This is an optimization exercise on Yosys and OpenROAD, whose aim is small area, not a production implementation.
Function was not checked in any run shown here: the RTL went through the layout flow alone.

==> flow/design.v (outline; a module is shown in full before it is edited, if it fits) <==
// module FFT_8pt: 783 lines
// module fft_fa: 4 lines
// module fft_ha: 4 lines
module FFT_8pt(
    input clk, reset,
    input [11:0] real_in, imag_in,
    input [2:0] addr_real, addr_imag,
    input wr_en_real, wr_en_imag,
    output [23:0] fft_real_out, fft_imag_out
);
  // ...
==> flow/flow/run.sh <==
#!/bin/bash
# Standard layout, with these changes: ports are buffered with the smallest
# buffer; the clock tree uses clkbuf_4 leaves and no dummy loads; buffers
# that synthesis added are removed and its upsized cells set back to drive 1
# after floorplanning (repair_design and repair_timing resize as needed).
set -euo pipefail
export BUFFER_PORTS_ARGS="-buffer_cell sky130_fd_sc_hd__buf_1"
export CTS_ARGS="-sink_clustering_enable -repair_clock_nets -dont_use_dummy_load -sink_clustering_size 10 -sink_clustering_max_diameter 50 -buf_list sky130_fd_sc_hd__clkbuf_4 -root_buf sky130_fd_sc_hd__clkbuf_16"
export REMOVE_ABC_BUFFERS=1
export POST_FLOORPLAN_TCL="$PWD/flow/downsize.tcl"
bash standard.sh > standard.log 2>&1
==> flow/flow/downsize.tcl <==
# Set every combinational cell to the smallest-area drive strength of the
# same cell, and let placement's repair_design and repair_timing size back up
# what the layout needs.
set db [ord::get_db]
set block [ord::get_db_block]
set n 0
foreach inst [$block getInsts] {
  set m [$inst getMaster]
  set name [$m getName]
  if {![regexp {^(sky130_fd_sc_hd__[a-z0-9]+)_([0-9]+)$} $name -> base drv]} { continue }
  if {[string match "*__df*" $base] || [string match "*__edf*" $base] \
      || [string match "*clk*" $base] || [string match "*conb*" $base]} { continue }
  set best $m
  set barea [expr {[$m getWidth] * [$m getHeight]}]
  foreach d {0 1 2} {
    set c [$db findMaster ${base}_$d]
    if {$c == "NULL" || $c == ""} { continue }
    set a [expr {[$c getWidth] * [$c getHeight]}]
    if {$a < $barea} { set best $c; set barea $a }
  }
  if {$best != $m} {
    $inst swapMaster $best
    incr n
  }
}
puts "downsize.tcl: $n instances resized"
==> flow/standard.sh <==
#!/bin/bash
# synth_recipe.tcl (not shown) runs the flow's synth.tcl, then flattens the netlist and writes it again
# the make line also repeats each setting of config.mk as NAME=value (left out here)
make -C /OpenROAD-flow-scripts/flow DESIGN_CONFIG=/design/flow/config.mk WORK_HOME=/design/flow/orfs CLKGATE_MAP_FILE= SYNTH_SCRIPT=/design/flow/synth_recipe.tcl "${@:-finish}"
==> flow/config.mk <==
export PLATFORM = sky130hd
export DESIGN_NAME = FFT_8pt
export DESIGN_NICKNAME = FFT_8pt
export VERILOG_FILES = /design/flow/design.v
export SDC_FILE = /design/flow/constraint.sdc
export NUM_CORES = 4
export LEC_CHECK = 0
export CAP_MARGIN = 10
export CORE_MARGIN = 2
export CORE_UTILIZATION = 65
export SLEW_MARGIN = 10
export SYNTH_HIERARCHICAL = 1
==> flow/constraint.sdc <==
create_clock -name core_clock -period 16.0 [get_ports {clk}]
set_input_delay 3.2000 -clock core_clock [delete_from_list [all_inputs] [get_ports {clk}]]
set_output_delay 3.2000 -clock core_clock [all_outputs]
set_load 0.01 [all_outputs]
==> flow_summary.ini, run 1 <==
[logic_synthesis]
synthArstFlopShare_pct = 0.889
synth_edf_count = 198
synth_top_area_share_pct = 27.7
netlist_top_cells_area = edfxtp_1 28%, fa_1 23%, dfxtp_1 23%, mux4_2 4.8%, xnor2_1 3.2%
ys_types = 39
synth-seq-area-share_pct = 51.3

[die]
n_tap_cell = 442
core_area_um2 = 32500

[route]
dr.first_iter.drc_count = 454
ant_nets = 0
dr_total_vias = 9987
m1WireLength_mm = 16.7

[clock_tree]
cts_num_sinks = 450
cts_root_buf = clkbuf_16

[setup_path]
crit_end = out_i[23]
crit_type = flop to flop

[finish]
nonClockInverterCount = 88
reg.largest.list = imag_mem (96), real_mem (96)
layout-drive-gt1-share_pct = 9.67
layout.area.seq_um2 = 11000
finalNonFillerCells = 1879

[job]
cap_violations = 0

[grt]
use_met3_pct = 4.93
grt_usage_pct = 23.5

[sta]
rsz0062_at_grt = no
report.final.slew_viol_count = 0

[placement]
dp_slack_ns = 0.849
postPlaceCellArea_um2 = 21900

[outcome]
outcome = complete, no violations
==> inputs of run 2 (changes only) <==
==> flow/design.v (replaced) <==
`timescale 1ns / 1ps
module FFT_8pt(
    input clk, reset,
    input [11:0] real_in, imag_in,
    input [2:0] addr_real, addr_imag,
    input wr_en_real, wr_en_imag,
    output [23:0] fft_real_out, fft_imag_out
);
    reg [95:0] real_mem, imag_mem;
    reg [2:0] read_addr_real, read_addr_imag;
    integer a;
    always @(posedge clk) begin
        for (a = 0; a < 8; a = a + 1) begin
            if (wr_en_real && addr_real == a) real_mem[a*12 +: 12] <= {~real_in[11], real_in[10:0]};
            if (wr_en_imag && addr_imag == a) imag_mem[a*12 +: 12] <= {~imag_in[11], imag_in[10:0]};
        end
        if (!wr_en_real) read_addr_real <= addr_real;
        if (!wr_en_imag) read_addr_imag <= addr_imag;
    end
    wire [11:0] mr = real_mem[read_addr_real*12 +: 12];
    wire [11:0] mi = imag_mem[read_addr_imag*12 +: 12];
    reg [2:0] k;
    reg run;
    always @(posedge clk or posedge reset) begin
        if (reset) begin
            k <= 3'd0;
            run <= 1'b0;
        end else begin
            k <= k + 3'd1;
            if (k == 3'd7) run <= 1'b1;
        end
    end
    wire sw = k[0] & k[1];
    wire ng = k[2] & ~k[0];
    wire [11:0] cr = sw ? mi : (mr ^ {12{ng}});
    wire [11:0] ci = (sw ? mr : mi) ^ {12{sw | ng}};
    wire ph1 = ~run & ~k[2];         
    wire ph2 = ~run & k[2];          
    wire nph1 = ~ph1, nrun = ~run;
    wire cqr = ph2 & ~k[0];
    wire cqi = ph2 & (~k[0] | k[1]);
    wire cpc = k[0];
    reg [12:0] qrr [0:3];
    reg [12:0] qri [0:3];
    reg [12:0] prr [0:3];
    reg [12:0] pri [0:3];
    wire [12:0] qer, qei, per, pei;    
    integer q;
    always @(posedge clk) begin
        for (q = 0; q < 3; q = q + 1) begin
            qrr[q] <= qrr[q+1];
            qri[q] <= qri[q+1];
            prr[q] <= prr[q+1];
            pri[q] <= pri[q+1];
        end
        qrr[3] <= qer;
        qri[3] <= qei;
        prr[3] <= per;
        pri[3] <= pei;
    end
    wire [12:0] q0r = qrr[0], q0i = qri[0], p0r = prr[0], p0i = pri[0];
    wire c0, c1, c2, c3, c4, c5, c6, c7, c8, c9, c10, c11, c12, c13, c14, c15, c16, c17, c18, c19, c20, c21, c22, c23, c24, c25, c26, c27, c28, c29, c30, c31, c32, c33, c34, c35, c36, c37, c38, c39, c40, c41, c42, c43, c44, c45, c46, c47, c48, c49, c50, c51, c52, c53, c54, c55, c56, c57, c58, c59, c60, c61, c62, c63, c64, c65, c66, c67, c68, c69, c70, c71, c72, c73, c74, c75, c76, c77, c78, c79, c80, c81, c82, c83, c84, c85, c86, c87, c88, c89, c90, c91, c92, c93, c94, c95, c96, c97, c98, c99, c100, c101, c102, c103, c104, c105, c106, c107, c108, c109, c110, c111, c112, c113, c114, c115, c116, c117, c118, c119, c120, c121, c122, c123, c124, c125, c126, c127, c128, c129, c130, c131, c132, c133, c134, c135, c136, c137, c138, c139, c140, c141, c142, c143, c144, c145, c146, c147, c148, c149, c150, c151, c152, c153, c154, c155, c156, c157, c158, c159, c160, c161, c162, c163, c164, c165, c166, c167, c168, c169, c170, c171;
    assign c0 = q0r[0] & nph1;
    assign c1 = q0r[1] & nph1;
    assign c2 = q0r[2] & nph1;
    assign c3 = q0r[3] & nph1;
    assign c4 = q0r[4] & nph1;
    assign c5 = q0r[5] & nph1;
    assign c6 = q0r[6] & nph1;
    assign c7 = q0r[7] & nph1;
    assign c8 = q0r[8] & nph1;
    assign c9 = q0r[9] & nph1;
    assign c10 = q0r[10] & nph1;
    assign c11 = q0r[11] & nph1;
    assign c12 = cr[0] & nrun;
    assign c13 = cr[1] & nrun;
    assign c14 = cr[2] & nrun;
    assign c15 = cr[3] & nrun;
    assign c16 = cr[4] & nrun;
    assign c17 = cr[5] & nrun;
    assign c18 = cr[6] & nrun;
    assign c19 = cr[7] & nrun;
    assign c20 = cr[8] & nrun;
    assign c21 = cr[9] & nrun;
    assign c22 = cr[10] & nrun;
    assign c23 = cr[11] & nrun;
    fft_fa uc24 (.a(c0), .b(c12), .c(cqr), .s(c24), .co(c25));
    fft_fa uc26 (.a(c1), .b(c13), .c(c25), .s(c26), .co(c27));
    fft_fa uc28 (.a(c2), .b(c14), .c(c27), .s(c28), .co(c29));
    fft_fa uc30 (.a(c3), .b(c15), .c(c29), .s(c30), .co(c31));
    fft_fa uc32 (.a(c4), .b(c16), .c(c31), .s(c32), .co(c33));
    fft_fa uc34 (.a(c5), .b(c17), .c(c33), .s(c34), .co(c35));
    fft_fa uc36 (.a(c6), .b(c18), .c(c35), .s(c36), .co(c37));
    fft_fa uc38 (.a(c7), .b(c19), .c(c37), .s(c38), .co(c39));
    fft_fa uc40 (.a(c8), .b(c20), .c(c39), .s(c40), .co(c41));
    fft_fa uc42 (.a(c9), .b(c21), .c(c41), .s(c42), .co(c43));
    fft_fa uc44 (.a(c10), .b(c22), .c(c43), .s(c44), .co(c45));
    fft_fa uc46 (.a(c11), .b(c23), .c(c45), .s(c46), .co(c47));
    assign c48 = q0r[12] & run;
    assign c49 = c48 ^ c47;
    assign c50 = ~cr[0];
    assign c51 = ~cr[1];
    assign c52 = ~cr[2];
    assign c53 = ~cr[3];
    assign c54 = ~cr[4];
    assign c55 = ~cr[5];
    assign c56 = ~cr[6];
    assign c57 = ~cr[7];
    assign c58 = ~cr[8];
    assign c59 = ~cr[9];
    assign c60 = ~cr[10];
    assign c61 = ~cr[11];
    fft_fa uc62 (.a(q0r[0]), .b(c50), .c(cpc), .s(c62), .co(c63));
    fft_fa uc64 (.a(q0r[1]), .b(c51), .c(c63), .s(c64), .co(c65));
    fft_fa uc66 (.a(q0r[2]), .b(c52), .c(c65), .s(c66), .co(c67));
    fft_fa uc68 (.a(q0r[3]), .b(c53), .c(c67), .s(c68), .co(c69));
    fft_fa uc70 (.a(q0r[4]), .b(c54), .c(c69), .s(c70), .co(c71));
    fft_fa uc72 (.a(q0r[5]), .b(c55), .c(c71), .s(c72), .co(c73));
    fft_fa uc74 (.a(q0r[6]), .b(c56), .c(c73), .s(c74), .co(c75));
    fft_fa uc76 (.a(q0r[7]), .b(c57), .c(c75), .s(c76), .co(c77));
    fft_fa uc78 (.a(q0r[8]), .b(c58), .c(c77), .s(c78), .co(c79));
    fft_fa uc80 (.a(q0r[9]), .b(c59), .c(c79), .s(c80), .co(c81));
    fft_fa uc82 (.a(q0r[10]), .b(c60), .c(c81), .s(c82), .co(c83));
    fft_fa uc84 (.a(q0r[11]), .b(c61), .c(c83), .s(c84), .co(c85));
    assign qer[0] = c24;
    assign qer[1] = c26;
    assign qer[2] = c28;
    assign qer[3] = c30;
    assign qer[4] = c32;
    assign qer[5] = c34;
    assign qer[6] = c36;
    assign qer[7] = c38;
    assign qer[8] = c40;
    assign qer[9] = c42;
    assign qer[10] = c44;
    assign qer[11] = c46;
    assign qer[12] = c49;
    assign per[0] = run ? ~p0r[0] : c62;
    assign per[1] = run ? ~p0r[1] : c64;
    assign per[2] = run ? ~p0r[2] : c66;
    assign per[3] = run ? ~p0r[3] : c68;
    assign per[4] = run ? ~p0r[4] : c70;
    assign per[5] = run ? ~p0r[5] : c72;
    assign per[6] = run ? ~p0r[6] : c74;
    assign per[7] = run ? ~p0r[7] : c76;
    assign per[8] = run ? ~p0r[8] : c78;
    assign per[9] = run ? ~p0r[9] : c80;
    assign per[10] = run ? ~p0r[10] : c82;
    assign per[11] = run ? ~p0r[11] : c84;
    assign per[12] = run ? ~p0r[12] : c85;
    assign c86 = q0i[0] & nph1;
    assign c87 = q0i[1] & nph1;
    assign c88 = q0i[2] & nph1;
    assign c89 = q0i[3] & nph1;
    assign c90 = q0i[4] & nph1;
    assign c91 = q0i[5] & nph1;
    assign c92 = q0i[6] & nph1;
    assign c93 = q0i[7] & nph1;
    assign c94 = q0i[8] & nph1;
    assign c95 = q0i[9] & nph1;
    assign c96 = q0i[10] & nph1;
    assign c97 = q0i[11] & nph1;
    assign c98 = ci[0] & nrun;
    assign c99 = ci[1] & nrun;
    assign c100 = ci[2] & nrun;
    assign c101 = ci[3] & nrun;
    assign c102 = ci[4] & nrun;
    assign c103 = ci[5] & nrun;
    assign c104 = ci[6] & nrun;
    assign c105 = ci[7] & nrun;
    assign c106 = ci[8] & nrun;
    assign c107 = ci[9] & nrun;
    assign c108 = ci[10] & nrun;
    assign c109 = ci[11] & nrun;
    fft_fa uc110 (.a(c86), .b(c98), .c(cqi), .s(c110), .co(c111));
    fft_fa uc112 (.a(c87), .b(c99), .c(c111), .s(c112), .co(c113));
    fft_fa uc114 (.a(c88), .b(c100), .c(c113), .s(c114), .co(c115));
    fft_fa uc116 (.a(c89), .b(c101), .c(c115), .s(c116), .co(c117));
    fft_fa uc118 (.a(c90), .b(c102), .c(c117), .s(c118), .co(c119));
    fft_fa uc120 (.a(c91), .b(c103), .c(c119), .s(c120), .co(c121));
    fft_fa uc122 (.a(c92), .b(c104), .c(c121), .s(c122), .co(c123));
    fft_fa uc124 (.a(c93), .b(c105), .c(c123), .s(c124), .co(c125));
    fft_fa uc126 (.a(c94), .b(c106), .c(c125), .s(c126), .co(c127));
    fft_fa uc128 (.a(c95), .b(c107), .c(c127), .s(c128), .co(c129));
    fft_fa uc130 (.a(c96), .b(c108), .c(c129), .s(c130), .co(c131));
    fft_fa uc132 (.a(c97), .b(c109), .c(c131), .s(c132), .co(c133));
    assign c134 = q0i[12] & run;
    assign c135 = c134 ^ c133;
    assign c136 = ~ci[0];
    assign c137 = ~ci[1];
    assign c138 = ~ci[2];
    assign c139 = ~ci[3];
    assign c140 = ~ci[4];
    assign c141 = ~ci[5];
    assign c142 = ~ci[6];
    assign c143 = ~ci[7];
    assign c144 = ~ci[8];
    assign c145 = ~ci[9];
    assign c146 = ~ci[10];
    assign c147 = ~ci[11];
    fft_fa uc148 (.a(q0i[0]), .b(c136), .c(cpc), .s(c148), .co(c149));
    fft_fa uc150 (.a(q0i[1]), .b(c137), .c(c149), .s(c150), .co(c151));
    fft_fa uc152 (.a(q0i[2]), .b(c138), .c(c151), .s(c152), .co(c153));
    fft_fa uc154 (.a(q0i[3]), .b(c139), .c(c153), .s(c154), .co(c155));
    fft_fa uc156 (.a(q0i[4]), .b(c140), .c(c155), .s(c156), .co(c157));
    fft_fa uc158 (.a(q0i[5]), .b(c141), .c(c157), .s(c158), .co(c159));
    fft_fa uc160 (.a(q0i[6]), .b(c142), .c(c159), .s(c160), .co(c161));
    fft_fa uc162 (.a(q0i[7]), .b(c143), .c(c161), .s(c162), .co(c163));
    fft_fa uc164 (.a(q0i[8]), .b(c144), .c(c163), .s(c164), .co(c165));
    fft_fa uc166 (.a(q0i[9]), .b(c145), .c(c165), .s(c166), .co(c167));
    fft_fa uc168 (.a(q0i[10]), .b(c146), .c(c167), .s(c168), .co(c169));
    fft_fa uc170 (.a(q0i[11]), .b(c147), .c(c169), .s(c170), .co(c171));
    assign qei[0] = c110;
    assign qei[1] = c112;
    assign qei[2] = c114;
    assign qei[3] = c116;
    assign qei[4] = c118;
    assign qei[5] = c120;
    assign qei[6] = c122;
    assign qei[7] = c124;
    assign qei[8] = c126;
    assign qei[9] = c128;
    assign qei[10] = c130;
    assign qei[11] = c132;
    assign qei[12] = c135;
    assign pei[0] = run ? ~p0i[0] : c148;
    assign pei[1] = run ? ~p0i[1] : c150;
    assign pei[2] = run ? ~p0i[2] : c152;
    assign pei[3] = run ? ~p0i[3] : c154;
    assign pei[4] = run ? ~p0i[4] : c156;
    assign pei[5] = run ? ~p0i[5] : c158;
    assign pei[6] = run ? ~p0i[6] : c160;
    assign pei[7] = run ? ~p0i[7] : c162;
    assign pei[8] = run ? ~p0i[8] : c164;
    assign pei[9] = run ? ~p0i[9] : c166;
    assign pei[10] = run ? ~p0i[10] : c168;
    assign pei[11] = run ? ~p0i[11] : c170;
    assign pei[12] = run ? ~p0i[12] : c171;
    wire [2:0] j = k;
    wire [12:0] br0 = prr[0];
    wire [12:0] br2 = prr[2];
    wire [12:0] br1 = qrr[1];
    wire [12:0] br3 = qrr[3];
    wire [12:0] bi0 = pri[0];
    wire [12:0] bi2 = pri[2];
    wire [12:0] bi1 = qri[1];
    wire [12:0] bi3 = qri[3];
    wire odd = j[0];
    wire sn = ~j[0] & (j[1] ^ j[2]);
    wire t1 = j[0] & ~j[1];
    wire t3 = j[0] & j[1];
    wire snt1 = (~j[0] & (j[1] ^ j[2])) | (j[0] & ~j[1]);
    wire snt3 = (~j[0] & (j[1] ^ j[2])) | (j[0] & j[1]);
    wire [7:0] tab_cc0r = 8'b11111100;
    wire cc0r = tab_cc0r[j];
    wire [7:0] tab_cc0i = 8'b11111100;
    wire cc0i = tab_cc0i[j];
    wire [7:0] tab_cc1r = 8'b11101110;
    wire cc1r = tab_cc1r[j];
    wire [7:0] tab_cc1i = 8'b01000100;
    wire cc1i = tab_cc1i[j];
    wire [5:0] kc;
    wire [7:0] tab_kc0 = 8'b00100000;
    assign kc[0] = tab_kc0[j];
    wire [7:0] tab_kc1 = 8'b11011111;
    assign kc[1] = tab_kc1[j];
    wire [7:0] tab_kc2 = 8'b00100100;
    assign kc[2] = tab_kc2[j];
    wire [7:0] tab_kc3 = 8'b10101010;
    assign kc[3] = tab_kc3[j];
    wire [7:0] tab_kc4 = 8'b01010101;
    assign kc[4] = tab_kc4[j];
    wire [7:0] tab_kc5 = 8'b00100110;
    assign kc[5] = tab_kc5[j];
    wire [23:0] yr, yi;
    wire w0, w1, w2, w3, w4, w5, w6, w7, w8, w9, w10, w11, w12, w13, w14, w15, w16, w17, w18, w19, w20, w21, w22, w23, w24, w25, w26, w27, w28, w29, w30, w31, w32, w33, w34, w35, w36, w37, w38, w39, w40, w41, w42, w43, w44, w45, w46, w47, w48, w49, w50, w51, w52, w53, w54, w55, w56, w57, w58, w59, w60, w61, w62, w63, w64, w65, w66, w67, w68, w69, w70, w71, w72, w73, w74, w75, w76, w77, w78, w79, w80, w81, w82, w83, w84, w85, w86, w87, w88, w89, w90, w91, w92, w93, w94, w95, w96, w97, w98, w99, w100, w101, w102, w103, w104, w105, w106, w107, w108, w109, w110, w111, w112, w113, w114, w115, w116, w117, w118, w119, w120, w121, w122, w123, w124, w125, w126, w127, w128, w129, w130, w131, w132, w133, w134, w135, w136, w137, w138, w139, w140, w141, w142, w143, w144, w145, w146, w147, w148, w149, w150, w151, w152, w153, w154, w155, w156, w157, w158, w159, w160, w161, w162, w163, w164, w165, w166, w167, w168, w169, w170, w171, w172, w173, w174, w175, w176, w177, w178, w179, w180, w181, w182, w183, w184, w185, w186, w187, w188, w189, w190, w191, w192, w193, w194, w195, w196, w197, w198, w199, w200, w201, w202, w203, w204, w205, w206, w207, w208, w209, w210, w211, w212, w213, w214, w215, w216, w217, w218, w219, w220, w221, w222, w223, w224, w225, w226, w227, w228, w229, w230, w231, w232, w233, w234, w235, w236, w237, w238, w239, w240, w241, w242, w243, w244, w245, w246, w247, w248, w249, w250, w251, w252, w253, w254, w255, w256, w257, w258, w259, w260, w261, w262, w263, w264, w265, w266, w267, w268, w269, w270, w271, w272, w273, w274, w275, w276, w277, w278, w279, w280, w281, w282, w283, w284, w285, w286, w287, w288, w289, w290, w291, w292, w293, w294, w295, w296, w297, w298, w299, w300, w301, w302, w303, w304, w305, w306, w307, w308, w309, w310, w311, w312, w313, w314, w315, w316, w317, w318, w319, w320, w321, w322, w323, w324, w325, w326, w327, w328, w329, w330, w331, w332, w333, w334, w335, w336, w337, w338, w339, w340, w341, w342, w343, w344, w345, w346, w347, w348, w349, w350, w351, w352, w353, w354, w355, w356, w357, w358, w359, w360, w361, w362, w363, w364, w365, w366, w367, w368, w369, w370, w371, w372, w373, w374, w375, w376, w377, w378, w379, w380, w381, w382, w383, w384, w385, w386, w387, w388, w389, w390, w391, w392, w393, w394, w395, w396, w397, w398, w399, w400, w401, w402, w403, w404, w405, w406, w407, w408, w409, w410, w411, w412, w413, w414, w415, w416, w417, w418, w419, w420, w421, w422, w423, w424, w425, w426, w427, w428, w429, w430, w431, w432, w433, w434, w435, w436, w437, w438, w439, w440, w441, w442, w443, w444, w445, w446, w447, w448, w449, w450, w451, w452, w453, w454, w455, w456, w457, w458, w459, w460, w461, w462, w463, w464, w465, w466, w467, w468, w469, w470, w471, w472, w473, w474, w475, w476, w477, w478, w479, w480, w481, w482, w483, w484, w485, w486, w487, w488, w489, w490, w491, w492, w493, w494, w495, w496, w497, w498, w499, w500, w501, w502, w503, w504, w505, w506, w507, w508, w509, w510, w511, w512, w513, w514, w515, w516, w517, w518, w519, w520, w521, w522, w523, w524, w525, w526, w527, w528, w529, w530, w531, w532, w533, w534, w535, w536, w537, w538, w539, w540, w541, w542, w543, w544, w545, w546, w547, w548, w549, w550, w551, w552, w553, w554, w555, w556, w557, w558, w559, w560, w561, w562, w563, w564, w565, w566, w567, w568, w569, w570, w571, w572, w573, w574, w575, w576, w577, w578, w579, w580, w581, w582, w583, w584, w585, w586, w587, w588, w589, w590, w591, w592, w593, w594, w595, w596, w597, w598, w599, w600, w601, w602, w603, w604, w605, w606, w607, w608, w609, w610, w611, w612, w613, w614, w615, w616, w617, w618, w619, w620, w621, w622, w623, w624, w625, w626, w627, w628, w629, w630, w631, w632, w633, w634, w635, w636, w637, w638, w639, w640, w641, w642, w643, w644, w645, w646, w647, w648, w649, w650, w651, w652, w653, w654, w655, w656, w657, w658, w659, w660, w661, w662, w663, w664, w665, w666, w667, w668, w669, w670, w671, w672, w673, w674, w675, w676, w677, w678, w679, w680, w681, w682, w683, w684, w685, w686, w687, w688, w689, w690, w691, w692, w693, w694, w695, w696, w697, w698, w699, w700, w701, w702, w703, w704, w705, w706, w707, w708, w709, w710, w711, w712, w713, w714, w715, w716, w717, w718, w719, w720, w721, w722, w723, w724, w725, w726, w727, w728, w729, w730, w731, w732, w733, w734, w735, w736, w737, w738, w739, w740, w741, w742, w743, w744;
    fft_fa uw0 (.a(br0[0]), .b(br2[0]), .c(cc0r), .s(w0), .co(w1));
    fft_fa uw2 (.a(br0[1]), .b(br2[1]), .c(w1), .s(w2), .co(w3));
    fft_fa uw4 (.a(br0[2]), .b(br2[2]), .c(w3), .s(w4), .co(w5));
    fft_fa uw6 (.a(br0[3]), .b(br2[3]), .c(w5), .s(w6), .co(w7));
    fft_fa uw8 (.a(br0[4]), .b(br2[4]), .c(w7), .s(w8), .co(w9));
    fft_fa uw10 (.a(br0[5]), .b(br2[5]), .c(w9), .s(w10), .co(w11));
    fft_fa uw12 (.a(br0[6]), .b(br2[6]), .c(w11), .s(w12), .co(w13));
    fft_fa uw14 (.a(br0[7]), .b(br2[7]), .c(w13), .s(w14), .co(w15));
    fft_fa uw16 (.a(br0[8]), .b(br2[8]), .c(w15), .s(w16), .co(w17));
    fft_fa uw18 (.a(br0[9]), .b(br2[9]), .c(w17), .s(w18), .co(w19));
    fft_fa uw20 (.a(br0[10]), .b(br2[10]), .c(w19), .s(w20), .co(w21));
    fft_fa uw22 (.a(br0[11]), .b(br2[11]), .c(w21), .s(w22), .co(w23));
    fft_fa uw24 (.a(br0[12]), .b(br2[12]), .c(w23), .s(w24), .co(w25));
    fft_fa uw26 (.a(bi0[0]), .b(bi2[0]), .c(cc0i), .s(w26), .co(w27));
    fft_fa uw28 (.a(bi0[1]), .b(bi2[1]), .c(w27), .s(w28), .co(w29));
    fft_fa uw30 (.a(bi0[2]), .b(bi2[2]), .c(w29), .s(w30), .co(w31));
    fft_fa uw32 (.a(bi0[3]), .b(bi2[3]), .c(w31), .s(w32), .co(w33));
    fft_fa uw34 (.a(bi0[4]), .b(bi2[4]), .c(w33), .s(w34), .co(w35));
    fft_fa uw36 (.a(bi0[5]), .b(bi2[5]), .c(w35), .s(w36), .co(w37));
    fft_fa uw38 (.a(bi0[6]), .b(bi2[6]), .c(w37), .s(w38), .co(w39));
    fft_fa uw40 (.a(bi0[7]), .b(bi2[7]), .c(w39), .s(w40), .co(w41));
    fft_fa uw42 (.a(bi0[8]), .b(bi2[8]), .c(w41), .s(w42), .co(w43));
    fft_fa uw44 (.a(bi0[9]), .b(bi2[9]), .c(w43), .s(w44), .co(w45));
    fft_fa uw46 (.a(bi0[10]), .b(bi2[10]), .c(w45), .s(w46), .co(w47));
    fft_fa uw48 (.a(bi0[11]), .b(bi2[11]), .c(w47), .s(w48), .co(w49));
    fft_fa uw50 (.a(bi0[12]), .b(bi2[12]), .c(w49), .s(w50), .co(w51));
    assign w52 = ~bi3[0];
    assign w53 = ~bi3[1];
    assign w54 = ~bi3[2];
    assign w55 = ~bi3[3];
    assign w56 = ~bi3[4];
    assign w57 = ~bi3[5];
    assign w58 = ~bi3[6];
    assign w59 = ~bi3[7];
    assign w60 = ~bi3[8];
    assign w61 = ~bi3[9];
    assign w62 = ~bi3[10];
    assign w63 = ~bi3[11];
    assign w64 = ~bi3[12];
    fft_fa uw65 (.a(br1[0]), .b(w52), .c(cc1r), .s(w65), .co(w66));
    fft_fa uw67 (.a(br1[1]), .b(w53), .c(w66), .s(w67), .co(w68));
    fft_fa uw69 (.a(br1[2]), .b(w54), .c(w68), .s(w69), .co(w70));
    fft_fa uw71 (.a(br1[3]), .b(w55), .c(w70), .s(w71), .co(w72));
    fft_fa uw73 (.a(br1[4]), .b(w56), .c(w72), .s(w73), .co(w74));
    fft_fa uw75 (.a(br1[5]), .b(w57), .c(w74), .s(w75), .co(w76));
    fft_fa uw77 (.a(br1[6]), .b(w58), .c(w76), .s(w77), .co(w78));
    fft_fa uw79 (.a(br1[7]), .b(w59), .c(w78), .s(w79), .co(w80));
    fft_fa uw81 (.a(br1[8]), .b(w60), .c(w80), .s(w81), .co(w82));
    fft_fa uw83 (.a(br1[9]), .b(w61), .c(w82), .s(w83), .co(w84));
    fft_fa uw85 (.a(br1[10]), .b(w62), .c(w84), .s(w85), .co(w86));
    fft_fa uw87 (.a(br1[11]), .b(w63), .c(w86), .s(w87), .co(w88));
    fft_fa uw89 (.a(br1[12]), .b(w64), .c(w88), .s(w89), .co(w90));
    fft_fa uw91 (.a(bi1[0]), .b(br3[0]), .c(cc1i), .s(w91), .co(w92));
    fft_fa uw93 (.a(bi1[1]), .b(br3[1]), .c(w92), .s(w93), .co(w94));
    fft_fa uw95 (.a(bi1[2]), .b(br3[2]), .c(w94), .s(w95), .co(w96));
    fft_fa uw97 (.a(bi1[3]), .b(br3[3]), .c(w96), .s(w97), .co(w98));
    fft_fa uw99 (.a(bi1[4]), .b(br3[4]), .c(w98), .s(w99), .co(w100));
    fft_fa uw101 (.a(bi1[5]), .b(br3[5]), .c(w100), .s(w101), .co(w102));
    fft_fa uw103 (.a(bi1[6]), .b(br3[6]), .c(w102), .s(w103), .co(w104));
    fft_fa uw105 (.a(bi1[7]), .b(br3[7]), .c(w104), .s(w105), .co(w106));
    fft_fa uw107 (.a(bi1[8]), .b(br3[8]), .c(w106), .s(w107), .co(w108));
    fft_fa uw109 (.a(bi1[9]), .b(br3[9]), .c(w108), .s(w109), .co(w110));
    fft_fa uw111 (.a(bi1[10]), .b(br3[10]), .c(w110), .s(w111), .co(w112));
    fft_fa uw113 (.a(bi1[11]), .b(br3[11]), .c(w112), .s(w113), .co(w114));
    fft_fa uw115 (.a(bi1[12]), .b(br3[12]), .c(w114), .s(w115), .co(w116));
    assign w117 = t1 ? w91 : w65;
    assign w118 = w117 ^ sn;
    assign w119 = t1 ? w93 : w67;
    assign w120 = w119 ^ sn;
    assign w121 = t1 ? w95 : w69;
    assign w122 = w121 ^ sn;
    assign w123 = t1 ? w97 : w71;
    assign w124 = w123 ^ sn;
    assign w125 = t1 ? w99 : w73;
    assign w126 = w125 ^ sn;
    assign w127 = t1 ? w101 : w75;
    assign w128 = w127 ^ sn;
    assign w129 = t1 ? w103 : w77;
    assign w130 = w129 ^ sn;
    assign w131 = t1 ? w105 : w79;
    assign w132 = w131 ^ sn;
    assign w133 = t1 ? w107 : w81;
    assign w134 = w133 ^ sn;
    assign w135 = t1 ? w109 : w83;
    assign w136 = w135 ^ sn;
    assign w137 = t1 ? w111 : w85;
    assign w138 = w137 ^ sn;
    assign w139 = t1 ? w113 : w87;
    assign w140 = w139 ^ sn;
    assign w141 = t1 ? w115 : w89;
    assign w142 = w141 ^ sn;
    assign w143 = t1 ? w116 : w90;
    assign w144 = w143 ^ sn;
    assign w145 = t1 ? w65 : w91;
    assign w146 = w145 ^ snt1;
    assign w147 = t1 ? w67 : w93;
    assign w148 = w147 ^ snt1;
    assign w149 = t1 ? w69 : w95;
    assign w150 = w149 ^ snt1;
    assign w151 = t1 ? w71 : w97;
    assign w152 = w151 ^ snt1;
    assign w153 = t1 ? w73 : w99;
    assign w154 = w153 ^ snt1;
    assign w155 = t1 ? w75 : w101;
    assign w156 = w155 ^ snt1;
    assign w157 = t1 ? w77 : w103;
    assign w158 = w157 ^ snt1;
    assign w159 = t1 ? w79 : w105;
    assign w160 = w159 ^ snt1;
    assign w161 = t1 ? w81 : w107;
    assign w162 = w161 ^ snt1;
    assign w163 = t1 ? w83 : w109;
    assign w164 = w163 ^ snt1;
    assign w165 = t1 ? w85 : w111;
    assign w166 = w165 ^ snt1;
    assign w167 = t1 ? w87 : w113;
    assign w168 = w167 ^ snt1;
    assign w169 = t1 ? w89 : w115;
    assign w170 = w169 ^ snt1;
    assign w171 = t1 ? w90 : w116;
    assign w172 = w171 ^ snt1;
    assign w173 = w0 ^ sn;
    assign w174 = w2 ^ sn;
    assign w175 = w4 ^ sn;
    assign w176 = w6 ^ sn;
    assign w177 = w8 ^ sn;
    assign w178 = w10 ^ sn;
    assign w179 = w12 ^ sn;
    assign w180 = w14 ^ sn;
    assign w181 = w16 ^ sn;
    assign w182 = w18 ^ sn;
    assign w183 = w20 ^ sn;
    assign w184 = w22 ^ sn;
    assign w185 = w24 ^ sn;
    assign w186 = w25 ^ sn;
    assign w187 = w26 & odd;
    assign w188 = w187 ^ t3;
    assign w189 = w28 & odd;
    assign w190 = w189 ^ t3;
    assign w191 = w30 & odd;
    assign w192 = w191 ^ t3;
    assign w193 = w32 & odd;
    assign w194 = w193 ^ t3;
    assign w195 = w34 & odd;
    assign w196 = w195 ^ t3;
    assign w197 = w36 & odd;
    assign w198 = w197 ^ t3;
    assign w199 = w38 & odd;
    assign w200 = w199 ^ t3;
    assign w201 = w40 & odd;
    assign w202 = w201 ^ t3;
    assign w203 = w42 & odd;
    assign w204 = w203 ^ t3;
    assign w205 = w44 & odd;
    assign w206 = w205 ^ t3;
    assign w207 = w46 & odd;
    assign w208 = w207 ^ t3;
    assign w209 = w48 & odd;
    assign w210 = w209 ^ t3;
    assign w211 = w50 & odd;
    assign w212 = w211 ^ t3;
    assign w213 = w51 & odd;
    assign w214 = w213 ^ t3;
    fft_fa uw215 (.a(w173), .b(w188), .c(snt3), .s(w215), .co(w216));
    fft_fa uw217 (.a(w174), .b(w190), .c(w216), .s(w217), .co(w218));
    fft_fa uw219 (.a(w175), .b(w192), .c(w218), .s(w219), .co(w220));
    fft_fa uw221 (.a(w176), .b(w194), .c(w220), .s(w221), .co(w222));
    fft_fa uw223 (.a(w177), .b(w196), .c(w222), .s(w223), .co(w224));
    fft_fa uw225 (.a(w178), .b(w198), .c(w224), .s(w225), .co(w226));
    fft_fa uw227 (.a(w179), .b(w200), .c(w226), .s(w227), .co(w228));
    fft_fa uw229 (.a(w180), .b(w202), .c(w228), .s(w229), .co(w230));
    fft_fa uw231 (.a(w181), .b(w204), .c(w230), .s(w231), .co(w232));
    fft_fa uw233 (.a(w182), .b(w206), .c(w232), .s(w233), .co(w234));
    fft_fa uw235 (.a(w183), .b(w208), .c(w234), .s(w235), .co(w236));
    fft_fa uw237 (.a(w184), .b(w210), .c(w236), .s(w237), .co(w238));
    fft_fa uw239 (.a(w185), .b(w212), .c(w238), .s(w239), .co(w240));
    fft_fa uw241 (.a(w186), .b(w214), .c(w240), .s(w241), .co(w242));
    assign w243 = w26 ^ sn;
    assign w244 = w28 ^ sn;
    assign w245 = w30 ^ sn;
    assign w246 = w32 ^ sn;
    assign w247 = w34 ^ sn;
    assign w248 = w36 ^ sn;
    assign w249 = w38 ^ sn;
    assign w250 = w40 ^ sn;
    assign w251 = w42 ^ sn;
    assign w252 = w44 ^ sn;
    assign w253 = w46 ^ sn;
    assign w254 = w48 ^ sn;
    assign w255 = w50 ^ sn;
    assign w256 = w51 ^ sn;
    assign w257 = w0 & odd;
    assign w258 = w257 ^ t1;
    assign w259 = w2 & odd;
    assign w260 = w259 ^ t1;
    assign w261 = w4 & odd;
    assign w262 = w261 ^ t1;
    assign w263 = w6 & odd;
    assign w264 = w263 ^ t1;
    assign w265 = w8 & odd;
    assign w266 = w265 ^ t1;
    assign w267 = w10 & odd;
    assign w268 = w267 ^ t1;
    assign w269 = w12 & odd;
    assign w270 = w269 ^ t1;
    assign w271 = w14 & odd;
    assign w272 = w271 ^ t1;
    assign w273 = w16 & odd;
    assign w274 = w273 ^ t1;
    assign w275 = w18 & odd;
    assign w276 = w275 ^ t1;
    assign w277 = w20 & odd;
    assign w278 = w277 ^ t1;
    assign w279 = w22 & odd;
    assign w280 = w279 ^ t1;
    assign w281 = w24 & odd;
    assign w282 = w281 ^ t1;
    assign w283 = w25 & odd;
    assign w284 = w283 ^ t1;
    fft_fa uw285 (.a(w243), .b(w258), .c(snt1), .s(w285), .co(w286));
    fft_fa uw287 (.a(w244), .b(w260), .c(w286), .s(w287), .co(w288));
    fft_fa uw289 (.a(w245), .b(w262), .c(w288), .s(w289), .co(w290));
    fft_fa uw291 (.a(w246), .b(w264), .c(w290), .s(w291), .co(w292));
    fft_fa uw293 (.a(w247), .b(w266), .c(w292), .s(w293), .co(w294));
    fft_fa uw295 (.a(w248), .b(w268), .c(w294), .s(w295), .co(w296));
    fft_fa uw297 (.a(w249), .b(w270), .c(w296), .s(w297), .co(w298));
    fft_fa uw299 (.a(w250), .b(w272), .c(w298), .s(w299), .co(w300));
    fft_fa uw301 (.a(w251), .b(w274), .c(w300), .s(w301), .co(w302));
    fft_fa uw303 (.a(w252), .b(w276), .c(w302), .s(w303), .co(w304));
    fft_fa uw305 (.a(w253), .b(w278), .c(w304), .s(w305), .co(w306));
    fft_fa uw307 (.a(w254), .b(w280), .c(w306), .s(w307), .co(w308));
    fft_fa uw309 (.a(w255), .b(w282), .c(w308), .s(w309), .co(w310));
    fft_fa uw311 (.a(w256), .b(w284), .c(w310), .s(w311), .co(w312));
    assign w313 = w215 & odd;
    assign w314 = w217 & odd;
    assign w315 = w219 & odd;
    assign w316 = w221 & odd;
    assign w317 = w223 & odd;
    assign w318 = w225 & odd;
    assign w319 = w227 & odd;
    assign w320 = w229 & odd;
    assign w321 = w231 & odd;
    assign w322 = w233 & odd;
    assign w323 = w235 & odd;
    assign w324 = w237 & odd;
    assign w325 = w239 & odd;
    assign w326 = w241 & odd;
    assign w327 = w242 & odd;
    assign w328 = ~w313;
    assign w329 = ~w314;
    assign w330 = ~w315;
    assign w331 = ~w316;
    assign w332 = ~w317;
    assign w333 = ~w318;
    assign w334 = ~w319;
    assign w335 = ~w320;
    assign w336 = ~w321;
    assign w337 = ~w322;
    assign w338 = ~w323;
    assign w339 = ~w324;
    assign w340 = ~w325;
    assign w341 = ~w326;
    assign w342 = ~w327;
    fft_ha uw343 (.a(w118), .b(w215), .s(w343), .co(w344));
    fft_ha uw345 (.a(w120), .b(w217), .s(w345), .co(w346));
    fft_ha uw347 (.a(w122), .b(w219), .s(w347), .co(w348));
    fft_ha uw349 (.a(w124), .b(w221), .s(w349), .co(w350));
    fft_ha uw351 (.a(w126), .b(w223), .s(w351), .co(w352));
    fft_ha uw353 (.a(w128), .b(w225), .s(w353), .co(w354));
    fft_fa uw355 (.a(w130), .b(w227), .c(w327), .s(w355), .co(w356));
    fft_ha uw357 (.a(w132), .b(w229), .s(w357), .co(w358));
    fft_ha uw359 (.a(w319), .b(w317), .s(w359), .co(w360));
    fft_fa uw361 (.a(w320), .b(w318), .c(w331), .s(w361), .co(w362));
    fft_fa uw363 (.a(w343), .b(w321), .c(w319), .s(w363), .co(w364));
    fft_ha uw365 (.a(w332), .b(w330), .s(w365), .co(w366));
    fft_fa uw367 (.a(w345), .b(w322), .c(w320), .s(w367), .co(w368));
    fft_fa uw369 (.a(w333), .b(w331), .c(w344), .s(w369), .co(w370));
    fft_fa uw371 (.a(w347), .b(w323), .c(w321), .s(w371), .co(w372));
    fft_fa uw373 (.a(w334), .b(w332), .c(w346), .s(w373), .co(w374));
    fft_fa uw375 (.a(w349), .b(w324), .c(w322), .s(w375), .co(w376));
    fft_fa uw377 (.a(w335), .b(w333), .c(w348), .s(w377), .co(w378));
    fft_fa uw379 (.a(w351), .b(w325), .c(w323), .s(w379), .co(w380));
    fft_fa uw381 (.a(w336), .b(w334), .c(w350), .s(w381), .co(w382));
    fft_fa uw383 (.a(w353), .b(w326), .c(w324), .s(w383), .co(w384));
    fft_fa uw385 (.a(w337), .b(w335), .c(w352), .s(w385), .co(w386));
    fft_fa uw387 (.a(w355), .b(w325), .c(w338), .s(w387), .co(w388));
    fft_fa uw389 (.a(w336), .b(kc[3]), .c(w354), .s(w389), .co(w390));
    fft_fa uw391 (.a(w357), .b(w326), .c(w339), .s(w391), .co(w392));
    fft_fa uw393 (.a(w337), .b(kc[3]), .c(w356), .s(w393), .co(w394));
    fft_fa uw395 (.a(w134), .b(w231), .c(w327), .s(w395), .co(w396));
    fft_fa uw397 (.a(w340), .b(w338), .c(w358), .s(w397), .co(w398));
    fft_fa uw399 (.a(w136), .b(w233), .c(w341), .s(w399), .co(w400));
    fft_ha uw401 (.a(w339), .b(kc[3]), .s(w401), .co(w402));
    fft_fa uw403 (.a(w138), .b(w235), .c(w342), .s(w403), .co(w404));
    fft_ha uw405 (.a(w140), .b(w237), .s(w405), .co(w406));
    fft_ha uw407 (.a(w142), .b(w239), .s(w407), .co(w408));
    fft_ha uw409 (.a(w317), .b(w315), .s(w409), .co(w410));
    fft_fa uw411 (.a(w318), .b(w316), .c(w329), .s(w411), .co(w412));
    fft_fa uw413 (.a(w359), .b(w330), .c(w328), .s(w413), .co(w414));
    fft_fa uw415 (.a(w361), .b(w329), .c(kc[0]), .s(w415), .co(w416));
    fft_fa uw417 (.a(w363), .b(w365), .c(kc[2]), .s(w417), .co(w418));
    fft_fa uw419 (.a(w367), .b(w369), .c(w364), .s(w419), .co(w420));
    fft_fa uw421 (.a(w371), .b(w373), .c(w368), .s(w421), .co(w422));
    fft_fa uw423 (.a(w375), .b(w377), .c(w372), .s(w423), .co(w424));
    fft_fa uw425 (.a(w379), .b(w381), .c(w376), .s(w425), .co(w426));
    fft_fa uw427 (.a(w383), .b(w385), .c(w380), .s(w427), .co(w428));
    fft_fa uw429 (.a(w387), .b(w389), .c(w384), .s(w429), .co(w430));
    fft_fa uw431 (.a(w391), .b(w393), .c(w388), .s(w431), .co(w432));
    fft_fa uw433 (.a(w395), .b(w397), .c(w392), .s(w433), .co(w434));
    fft_fa uw435 (.a(w399), .b(w401), .c(w396), .s(w435), .co(w436));
    fft_fa uw437 (.a(w403), .b(w340), .c(w400), .s(w437), .co(w438));
    assign w439 = ~(w405 ^ w341);
    assign w440 = w405 | w341;
    fft_fa uw441 (.a(w407), .b(w342), .c(kc[4]), .s(w441), .co(w442));
    fft_ha uw443 (.a(w144), .b(w241), .s(w443), .co(w444));
    fft_ha uw445 (.a(w316), .b(w314), .s(w445), .co(w446));
    assign w447 = ~(w409 ^ w328);
    assign w448 = w409 | w328;
    fft_fa uw449 (.a(w411), .b(kc[0]), .c(w410), .s(w449), .co(w450));
    fft_fa uw451 (.a(w413), .b(kc[1]), .c(w412), .s(w451), .co(w452));
    fft_fa uw453 (.a(w415), .b(w360), .c(w414), .s(w453), .co(w454));
    fft_fa uw455 (.a(w417), .b(w362), .c(w416), .s(w455), .co(w456));
    fft_fa uw457 (.a(w419), .b(w366), .c(w418), .s(w457), .co(w458));
    fft_fa uw459 (.a(w421), .b(w370), .c(w420), .s(w459), .co(w460));
    fft_fa uw461 (.a(w423), .b(w374), .c(w422), .s(w461), .co(w462));
    fft_fa uw463 (.a(w425), .b(w378), .c(w424), .s(w463), .co(w464));
    fft_fa uw465 (.a(w427), .b(w382), .c(w426), .s(w465), .co(w466));
    fft_fa uw467 (.a(w429), .b(w386), .c(w428), .s(w467), .co(w468));
    fft_fa uw469 (.a(w431), .b(w390), .c(w430), .s(w469), .co(w470));
    fft_fa uw471 (.a(w433), .b(w394), .c(w432), .s(w471), .co(w472));
    fft_fa uw473 (.a(w435), .b(w398), .c(w434), .s(w473), .co(w474));
    fft_fa uw475 (.a(w437), .b(w402), .c(w436), .s(w475), .co(w476));
    fft_fa uw477 (.a(w439), .b(w404), .c(w438), .s(w477), .co(w478));
    fft_fa uw479 (.a(w441), .b(w406), .c(w440), .s(w479), .co(w480));
    fft_fa uw481 (.a(w443), .b(w408), .c(w442), .s(w481), .co(w482));
    fft_ha uw483 (.a(w242), .b(w444), .s(w483), .co(w484));
    fft_ha uw485 (.a(w314), .b(kc[0]), .s(w485), .co(w486));
    fft_fa uw487 (.a(w315), .b(w313), .c(w486), .s(w487), .co(w488));
    fft_fa uw489 (.a(w445), .b(kc[0]), .c(w488), .s(w489), .co(w490));
    fft_fa uw491 (.a(w447), .b(w446), .c(w490), .s(w491), .co(w492));
    fft_fa uw493 (.a(w449), .b(w448), .c(w492), .s(w493), .co(w494));
    fft_fa uw495 (.a(w451), .b(w450), .c(w494), .s(w495), .co(w496));
    fft_fa uw497 (.a(w453), .b(w452), .c(w496), .s(w497), .co(w498));
    fft_fa uw499 (.a(w455), .b(w454), .c(w498), .s(w499), .co(w500));
    fft_fa uw501 (.a(w457), .b(w456), .c(w500), .s(w501), .co(w502));
    fft_fa uw503 (.a(w459), .b(w458), .c(w502), .s(w503), .co(w504));
    fft_fa uw505 (.a(w461), .b(w460), .c(w504), .s(w505), .co(w506));
    fft_fa uw507 (.a(w463), .b(w462), .c(w506), .s(w507), .co(w508));
    fft_fa uw509 (.a(w465), .b(w464), .c(w508), .s(w509), .co(w510));
    fft_fa uw511 (.a(w467), .b(w466), .c(w510), .s(w511), .co(w512));
    fft_fa uw513 (.a(w469), .b(w468), .c(w512), .s(w513), .co(w514));
    fft_fa uw515 (.a(w471), .b(w470), .c(w514), .s(w515), .co(w516));
    fft_fa uw517 (.a(w473), .b(w472), .c(w516), .s(w517), .co(w518));
    fft_fa uw519 (.a(w475), .b(w474), .c(w518), .s(w519), .co(w520));
    fft_fa uw521 (.a(w477), .b(w476), .c(w520), .s(w521), .co(w522));
    fft_fa uw523 (.a(w479), .b(w478), .c(w522), .s(w523), .co(w524));
    fft_fa uw525 (.a(w481), .b(w480), .c(w524), .s(w525), .co(w526));
    fft_fa uw527 (.a(w483), .b(w482), .c(w526), .s(w527), .co(w528));
    assign w529 = ~(w484 ^ w528);
    assign w530 = w484 | w528;
    assign w531 = w285 & odd;
    assign w532 = w287 & odd;
    assign w533 = w289 & odd;
    assign w534 = w291 & odd;
    assign w535 = w293 & odd;
    assign w536 = w295 & odd;
    assign w537 = w297 & odd;
    assign w538 = w299 & odd;
    assign w539 = w301 & odd;
    assign w540 = w303 & odd;
    assign w541 = w305 & odd;
    assign w542 = w307 & odd;
    assign w543 = w309 & odd;
    assign w544 = w311 & odd;
    assign w545 = w312 & odd;
    assign w546 = ~w531;
    assign w547 = ~w532;
    assign w548 = ~w533;
    assign w549 = ~w534;
    assign w550 = ~w535;
    assign w551 = ~w536;
    assign w552 = ~w537;
    assign w553 = ~w538;
    assign w554 = ~w539;
    assign w555 = ~w540;
    assign w556 = ~w541;
    assign w557 = ~w542;
    assign w558 = ~w543;
    assign w559 = ~w544;
    assign w560 = ~w545;
    fft_ha uw561 (.a(w146), .b(w285), .s(w561), .co(w562));
    fft_ha uw563 (.a(w148), .b(w287), .s(w563), .co(w564));
    fft_ha uw565 (.a(w150), .b(w289), .s(w565), .co(w566));
    fft_ha uw567 (.a(w152), .b(w291), .s(w567), .co(w568));
    fft_ha uw569 (.a(w154), .b(w293), .s(w569), .co(w570));
    fft_ha uw571 (.a(w156), .b(w295), .s(w571), .co(w572));
    fft_fa uw573 (.a(w158), .b(w297), .c(w545), .s(w573), .co(w574));
    fft_ha uw575 (.a(w160), .b(w299), .s(w575), .co(w576));
    fft_ha uw577 (.a(w537), .b(w535), .s(w577), .co(w578));
    fft_ha uw579 (.a(w538), .b(w536), .s(w579), .co(w580));
    fft_fa uw581 (.a(w561), .b(w539), .c(w537), .s(w581), .co(w582));
    fft_ha uw583 (.a(w550), .b(w548), .s(w583), .co(w584));
    fft_fa uw585 (.a(w563), .b(w540), .c(w538), .s(w585), .co(w586));
    fft_fa uw587 (.a(w551), .b(w549), .c(w562), .s(w587), .co(w588));
    fft_fa uw589 (.a(w565), .b(w541), .c(w539), .s(w589), .co(w590));
    fft_fa uw591 (.a(w552), .b(w550), .c(w564), .s(w591), .co(w592));
    fft_fa uw593 (.a(w567), .b(w542), .c(w540), .s(w593), .co(w594));
    fft_fa uw595 (.a(w553), .b(w551), .c(w566), .s(w595), .co(w596));
    fft_fa uw597 (.a(w569), .b(w543), .c(w541), .s(w597), .co(w598));
    fft_fa uw599 (.a(w554), .b(w552), .c(w568), .s(w599), .co(w600));
    fft_fa uw601 (.a(w571), .b(w544), .c(w542), .s(w601), .co(w602));
    fft_fa uw603 (.a(w555), .b(w553), .c(w570), .s(w603), .co(w604));
    fft_fa uw605 (.a(w573), .b(w543), .c(w556), .s(w605), .co(w606));
    fft_fa uw607 (.a(w554), .b(kc[3]), .c(w572), .s(w607), .co(w608));
    fft_fa uw609 (.a(w575), .b(w544), .c(w557), .s(w609), .co(w610));
    fft_fa uw611 (.a(w555), .b(kc[3]), .c(w574), .s(w611), .co(w612));
    fft_fa uw613 (.a(w162), .b(w301), .c(w545), .s(w613), .co(w614));
    fft_fa uw615 (.a(w558), .b(w556), .c(w576), .s(w615), .co(w616));
    fft_fa uw617 (.a(w164), .b(w303), .c(w559), .s(w617), .co(w618));
    fft_ha uw619 (.a(w557), .b(kc[3]), .s(w619), .co(w620));
    fft_fa uw621 (.a(w166), .b(w305), .c(w560), .s(w621), .co(w622));
    fft_ha uw623 (.a(w168), .b(w307), .s(w623), .co(w624));
    fft_ha uw625 (.a(w170), .b(w309), .s(w625), .co(w626));
    fft_ha uw627 (.a(w535), .b(w533), .s(w627), .co(w628));
    fft_ha uw629 (.a(w536), .b(w534), .s(w629), .co(w630));
    fft_fa uw631 (.a(w577), .b(w548), .c(w546), .s(w631), .co(w632));
    fft_fa uw633 (.a(w579), .b(w549), .c(w547), .s(w633), .co(w634));
    fft_fa uw635 (.a(w581), .b(w583), .c(kc[5]), .s(w635), .co(w636));
    fft_fa uw637 (.a(w585), .b(w587), .c(w582), .s(w637), .co(w638));
    fft_fa uw639 (.a(w589), .b(w591), .c(w586), .s(w639), .co(w640));
    fft_fa uw641 (.a(w593), .b(w595), .c(w590), .s(w641), .co(w642));
    fft_fa uw643 (.a(w597), .b(w599), .c(w594), .s(w643), .co(w644));
    fft_fa uw645 (.a(w601), .b(w603), .c(w598), .s(w645), .co(w646));
    fft_fa uw647 (.a(w605), .b(w607), .c(w602), .s(w647), .co(w648));
    fft_fa uw649 (.a(w609), .b(w611), .c(w606), .s(w649), .co(w650));
    fft_fa uw651 (.a(w613), .b(w615), .c(w610), .s(w651), .co(w652));
    fft_fa uw653 (.a(w617), .b(w619), .c(w614), .s(w653), .co(w654));
    fft_fa uw655 (.a(w621), .b(w558), .c(w618), .s(w655), .co(w656));
    assign w657 = ~(w623 ^ w559);
    assign w658 = w623 | w559;
    fft_fa uw659 (.a(w625), .b(w560), .c(kc[4]), .s(w659), .co(w660));
    fft_ha uw661 (.a(w172), .b(w311), .s(w661), .co(w662));
    fft_ha uw663 (.a(w627), .b(w546), .s(w663), .co(w664));
    fft_fa uw665 (.a(w629), .b(w547), .c(w628), .s(w665), .co(w666));
    assign w667 = ~(w631 ^ w630);
    assign w668 = w631 | w630;
    fft_fa uw669 (.a(w633), .b(w578), .c(w632), .s(w669), .co(w670));
    fft_fa uw671 (.a(w635), .b(w580), .c(w634), .s(w671), .co(w672));
    fft_fa uw673 (.a(w637), .b(w584), .c(w636), .s(w673), .co(w674));
    fft_fa uw675 (.a(w639), .b(w588), .c(w638), .s(w675), .co(w676));
    fft_fa uw677 (.a(w641), .b(w592), .c(w640), .s(w677), .co(w678));
    fft_fa uw679 (.a(w643), .b(w596), .c(w642), .s(w679), .co(w680));
    fft_fa uw681 (.a(w645), .b(w600), .c(w644), .s(w681), .co(w682));
    fft_fa uw683 (.a(w647), .b(w604), .c(w646), .s(w683), .co(w684));
    fft_fa uw685 (.a(w649), .b(w608), .c(w648), .s(w685), .co(w686));
    fft_fa uw687 (.a(w651), .b(w612), .c(w650), .s(w687), .co(w688));
    fft_fa uw689 (.a(w653), .b(w616), .c(w652), .s(w689), .co(w690));
    fft_fa uw691 (.a(w655), .b(w620), .c(w654), .s(w691), .co(w692));
    fft_fa uw693 (.a(w657), .b(w622), .c(w656), .s(w693), .co(w694));
    fft_fa uw695 (.a(w659), .b(w624), .c(w658), .s(w695), .co(w696));
    fft_fa uw697 (.a(w661), .b(w626), .c(w660), .s(w697), .co(w698));
    fft_ha uw699 (.a(w312), .b(w662), .s(w699), .co(w700));
    fft_ha uw701 (.a(w533), .b(w531), .s(w701), .co(w702));
    fft_fa uw703 (.a(w534), .b(w532), .c(w702), .s(w703), .co(w704));
    assign w705 = ~(w663 ^ w704);
    assign w706 = w663 | w704;
    fft_fa uw707 (.a(w665), .b(w664), .c(w706), .s(w707), .co(w708));
    fft_fa uw709 (.a(w667), .b(w666), .c(w708), .s(w709), .co(w710));
    fft_fa uw711 (.a(w669), .b(w668), .c(w710), .s(w711), .co(w712));
    fft_fa uw713 (.a(w671), .b(w670), .c(w712), .s(w713), .co(w714));
    fft_fa uw715 (.a(w673), .b(w672), .c(w714), .s(w715), .co(w716));
    fft_fa uw717 (.a(w675), .b(w674), .c(w716), .s(w717), .co(w718));
    fft_fa uw719 (.a(w677), .b(w676), .c(w718), .s(w719), .co(w720));
    fft_fa uw721 (.a(w679), .b(w678), .c(w720), .s(w721), .co(w722));
    fft_fa uw723 (.a(w681), .b(w680), .c(w722), .s(w723), .co(w724));
    fft_fa uw725 (.a(w683), .b(w682), .c(w724), .s(w725), .co(w726));
    fft_fa uw727 (.a(w685), .b(w684), .c(w726), .s(w727), .co(w728));
    fft_fa uw729 (.a(w687), .b(w686), .c(w728), .s(w729), .co(w730));
    fft_fa uw731 (.a(w689), .b(w688), .c(w730), .s(w731), .co(w732));
    fft_fa uw733 (.a(w691), .b(w690), .c(w732), .s(w733), .co(w734));
    fft_fa uw735 (.a(w693), .b(w692), .c(w734), .s(w735), .co(w736));
    fft_fa uw737 (.a(w695), .b(w694), .c(w736), .s(w737), .co(w738));
    fft_fa uw739 (.a(w697), .b(w696), .c(w738), .s(w739), .co(w740));
    fft_fa uw741 (.a(w699), .b(w698), .c(w740), .s(w741), .co(w742));
    assign w743 = ~(w700 ^ w742);
    assign w744 = w700 | w742;
    assign yr[0] = w313;
    assign yr[1] = w485;
    assign yr[2] = w487;
    assign yr[3] = w489;
    assign yr[4] = w491;
    assign yr[5] = w493;
    assign yr[6] = w495;
    assign yr[7] = w497;
    assign yr[8] = w499;
    assign yr[9] = w501;
    assign yr[10] = w503;
    assign yr[11] = w505;
    assign yr[12] = w507;
    assign yr[13] = w509;
    assign yr[14] = w511;
    assign yr[15] = w513;
    assign yr[16] = w515;
    assign yr[17] = w517;
    assign yr[18] = w519;
    assign yr[19] = w521;
    assign yr[20] = w523;
    assign yr[21] = w525;
    assign yr[22] = w527;
    assign yr[23] = w529;
    assign yi[0] = w531;
    assign yi[1] = w532;
    assign yi[2] = w701;
    assign yi[3] = w703;
    assign yi[4] = w705;
    assign yi[5] = w707;
    assign yi[6] = w709;
    assign yi[7] = w711;
    assign yi[8] = w713;
    assign yi[9] = w715;
    assign yi[10] = w717;
    assign yi[11] = w719;
    assign yi[12] = w721;
    assign yi[13] = w723;
    assign yi[14] = w725;
    assign yi[15] = w727;
    assign yi[16] = w729;
    assign yi[17] = w731;
    assign yi[18] = w733;
    assign yi[19] = w735;
    assign yi[20] = w737;
    assign yi[21] = w739;
    assign yi[22] = w741;
    assign yi[23] = w743;
    assign fft_real_out = yr;
    assign fft_imag_out = yi;
endmodule
module fft_fa(input a, b, c, output s, co);
    assign s = a ^ b ^ c;
    assign co = (a & b) | (a & c) | (b & c);
endmodule
module fft_ha(input a, b, output s, co);
    assign s = a ^ b;
    assign co = a & b;
endmodule
==> run 2 against run 1 <==
Wire length up 0.28%. Register-to-register slack better by 7.5 ns. Critical path depth down 1. Utilization up 2.9 points. Synthesized cell count up 1.7%. Synthesized area down 2.1%. The layout now fails its checks (negative setup slack). Global-route usage up 0.33 points. First-iteration DRC count down 28%. Clock skew down 0.0021 ns.
==> flow_summary.ini, run 2 <==
[outcome]
outcome = finished with violations
violatedChecks = negative setup slack

[logic_synthesis]
syn_area_per_cell_um2 = 15.6
netlist_top_cells_area = edfxtp_1 28%, fa_1 26%, dfxtp_1 20%, mux4_2 4.7%, xnor2_1 3.1%
synthArstFlopShare_pct = 0.976
ys_ff_latch = 410
synth_edf_count = 198
synth_top_area_share_pct = 28.3
synth_flop_cell = dfxtp_1
synth-seq-area-share_pct = 48.6
ys_types = 33
synth_top_cell_by_area = edfxtp_1
yosysWarnings = 11
netlist_area_um2 = 21000
yosysMostFrequentCell = fa_1
syn_inst = 1350
ys_top_cells_by_count = 271 x fa_1, 208 x dfxtp_1, 198 x edfxtp_1, 119 x nand2_1, 74 x xnor2_1

[setup_path]
timing.rr.end = qri[3][12]
worst_setup_path_end_kind = output pin
arrival_ns = 12.82
cpMostUsedCell = fa_2
crit_path_max_incr_delay_ns = 0.57
r2r_start = k[1]
rrSetupSlack_ns = 8.41
required_ns = 12.80
r2r_cells = 19
crit_type = flop to output pin
slowest_stage = fa_2
cp_max_fo = 2
cp-start-kind = flop

[sta]
fin_hold_ws_ns = 0.286
fmax_ghz = 0.0624
setup_violations = 2
layout_setup_ws_ns = -0.0233
skew_ns = 0.0456
report.final.slew_viol_count = 0
fin_crit_sh_pct = 100
finalCriticalPeriod_ns = 16.02
rsz0062_at_grt = yes
hold_viol = 0
slew_headroom_pct = 23.4
worst_pin_slew_ns = 1.15

[grt]
grt_pass1_wl_mm = 60.7
overflow = 0
grt_usage_pct = 23.8
grt_max_degree = 78
grt_pass1_vias = 11526
antenna_found_initial = 0

[route]
dr.first_iter.drc_count = 327
m1WireLength_mm = 16.5
route.met3.wl_mm = 1.27
wl_per_cell_um = 19.9
routed_wl_mm = 37.8
dr_total_vias = 10313
ant_nets = 0
highest_layer = met4
drc = 0
wl_met2_mm = 19.3
via_per_inst = 5.44
firstDrtPassIters = 4

[clock_tree]
cts_num_sinks = 410
clockBufferDepth = 3
path_clk_slew_ns = 0.10
cts_htree_levels = 2
cts_tree = done
cts_root_buf = clkbuf_16
cts_buffers = 48
clk-insertion-delay-late_ns = 0.51

[die]
die_h_um = 184
die-area_um2 = 33800
initial_core_util_pct = 66.3
core_area_um2 = 31700
ioPinCount = 82
die_w_um = 184
rows = 65

[placement]
dp_slack_ns = -0.629
dp.final_hpwl_mm = 28.5
io_buffers = 81
gp_congestion = 0.914

[finish]
layout-drive-gt1-share_pct = 23.9
reg.largest.list = imag_mem (96), real_mem (96)
most-common-layout-cells = 208 x dfxtp_1, 198 x edfxtp_1, 188 x fa_1
final_common_cell = dfxtp_1
diodes = 0
fin_util_pct = 71.7
finalNetCount = 1849
syn_to_final_growth_pct = 8.23

[worst_hold_path]
hold_path_startpoint = qri[2][6]
hold_class = flop to flop
worstHoldEndpoint = qri[1][6]
hold_depth = 0

[job]
cap_violations = 0
## run 2: cell types whose count changed after synthesis, sizes merged, moves of 14 or more
cell,delta
nand2,+67
buf,+42
dfxtp,-40
mux2i,-38
nor2b,-27
o21ai,+26
mux2,+24
xor2,-24
fa,+21
ha,+20
inv,-14
## run 2: cells by family (layout without fill, tap and decap cells)
| logic type | Yosys count | in the layout | synth area share (%) |
|---|---|---|---|
| DFF | 410 | 410 | 48.6 |
| adders and majority gates | 319 | 319 | 28.7 |
| and+or+nand+nor | 182 | 182 | 3.85 |
| buffers and inverters | 173 | 317 | 4.44 |
| muxes | 124 | 124 | 9.19 |
| xor gates and xnor gates | 88 | 88 | 3.67 |
| AOI/OAI and AO/OA | 54 | 54 | 1.60 |
## run 2: critical path: cells and delay by family (launching register included)
family                     cells  cell delay (ns)
adders and majority gates     29            11.21
DFF                            1             0.40
buffers and inverters          4             0.35
xor gates and xnor gates       1             0.19
and+or+nand+nor                2             0.18
## run 2: layer usage
layer / global-route usage, % / vias up
met5: 0 / -
met4: 5.89 / 0
met3: 3.19 / 47
met2: 41.6 / 178
met1: 32.0 / 5332
li1: - / 4756
## run 2: what timing repair did
action | in CTS | in global routing
setup endpoints to repair | 8 | 6
buffers inserted | 7 | 3
endpoints found under the hold margin | 0 | 0
pin swaps | 53 | 28
gates resized for setup | 107 | 19
hold buffers | 0 | 0
cloned | 0 | 0
## run 2: cell type report
class | count | area, µm²
Clock buffer | 48 | 448
Fill cell | 2120 | 8970
Inverter | 74 | 278
Multi-Input combinational cell | 767 | 10100
Sequential cell | 410 | 10200
Tap cell | 402 | 503
Timing Repair Buffer | 195 | 1170
## run 2: how the worst max path moves through the flow
stage | end | slack [ns] | from
global route | fft_imag_out[22] | -0.31 | k[1]
detailed placement | fft_imag_out[23] | -0.63 | k[1]
finish | fft_imag_out[22] | -0.02 | k[1]
CTS | fft_real_out[23] | -0.13 | k[1]
global placement | fft_imag_out[23] | -0.58 | k[1]
floorplan | fft_imag_out[23] | -2.78 | k[0]
## run 2: per-stage QoR
| step | TNS (ns) | std cells | instance area (µm²) |
|---|---|---|---|
| 3_5_place_dp | -2.55 | 1838 | 21900 |
| 4_1_cts | -0.407 | 1893 | 22600 |
| 2_1_floorplan | -20.52 | 1251 | 20400 |
| 5_1_grt | -1.21 | 1896 | 22700 |
| 6_report | -0.0426 | 1896 | 22700 |
| 3_3_place_gp | -2.26 | 1838 | 21900 |
## run 2: Yosys stat by module, one instance, submodules excluded
module | flip-flops and latches | cells inside
fft_fa | 0 | 1
FFT_8pt | 410 | 1043
fft_ha | 0 | 1

port drivers added, routing unchanged:
The results above use ideal ports. As a check the final layouts listed here were re-extracted and re-timed, cells and wires unchanged.
Step 1 (the two cells are an assumption about what drives the block):
set clk [get_ports {clk}]
set_driving_cell -lib_cell sky130_fd_sc_hd__clkbuf_16 $clk
set_driving_cell -lib_cell sky130_fd_sc_hd__buf_2 [delete_from_list [all_inputs] $clk]
Step 2 also shifts input and output timing later by t, the mid clock arrival at the registers, as if the neighbouring blocks saw the same clock.
a / b / c = ideal / step 1 / step 2; a / b = the first two.
run	t, ns	slack for setup (ns)	hold slack, ns	worst setup path after step 2
run 1	0.586	0.926 / 0.926 / 0.926	0.298 / 0.298 / 0.298	register to register
run 2	0.542	-0.023 / -0.075 / 0.468	0.286 / 0.286 / 0.286	register to output
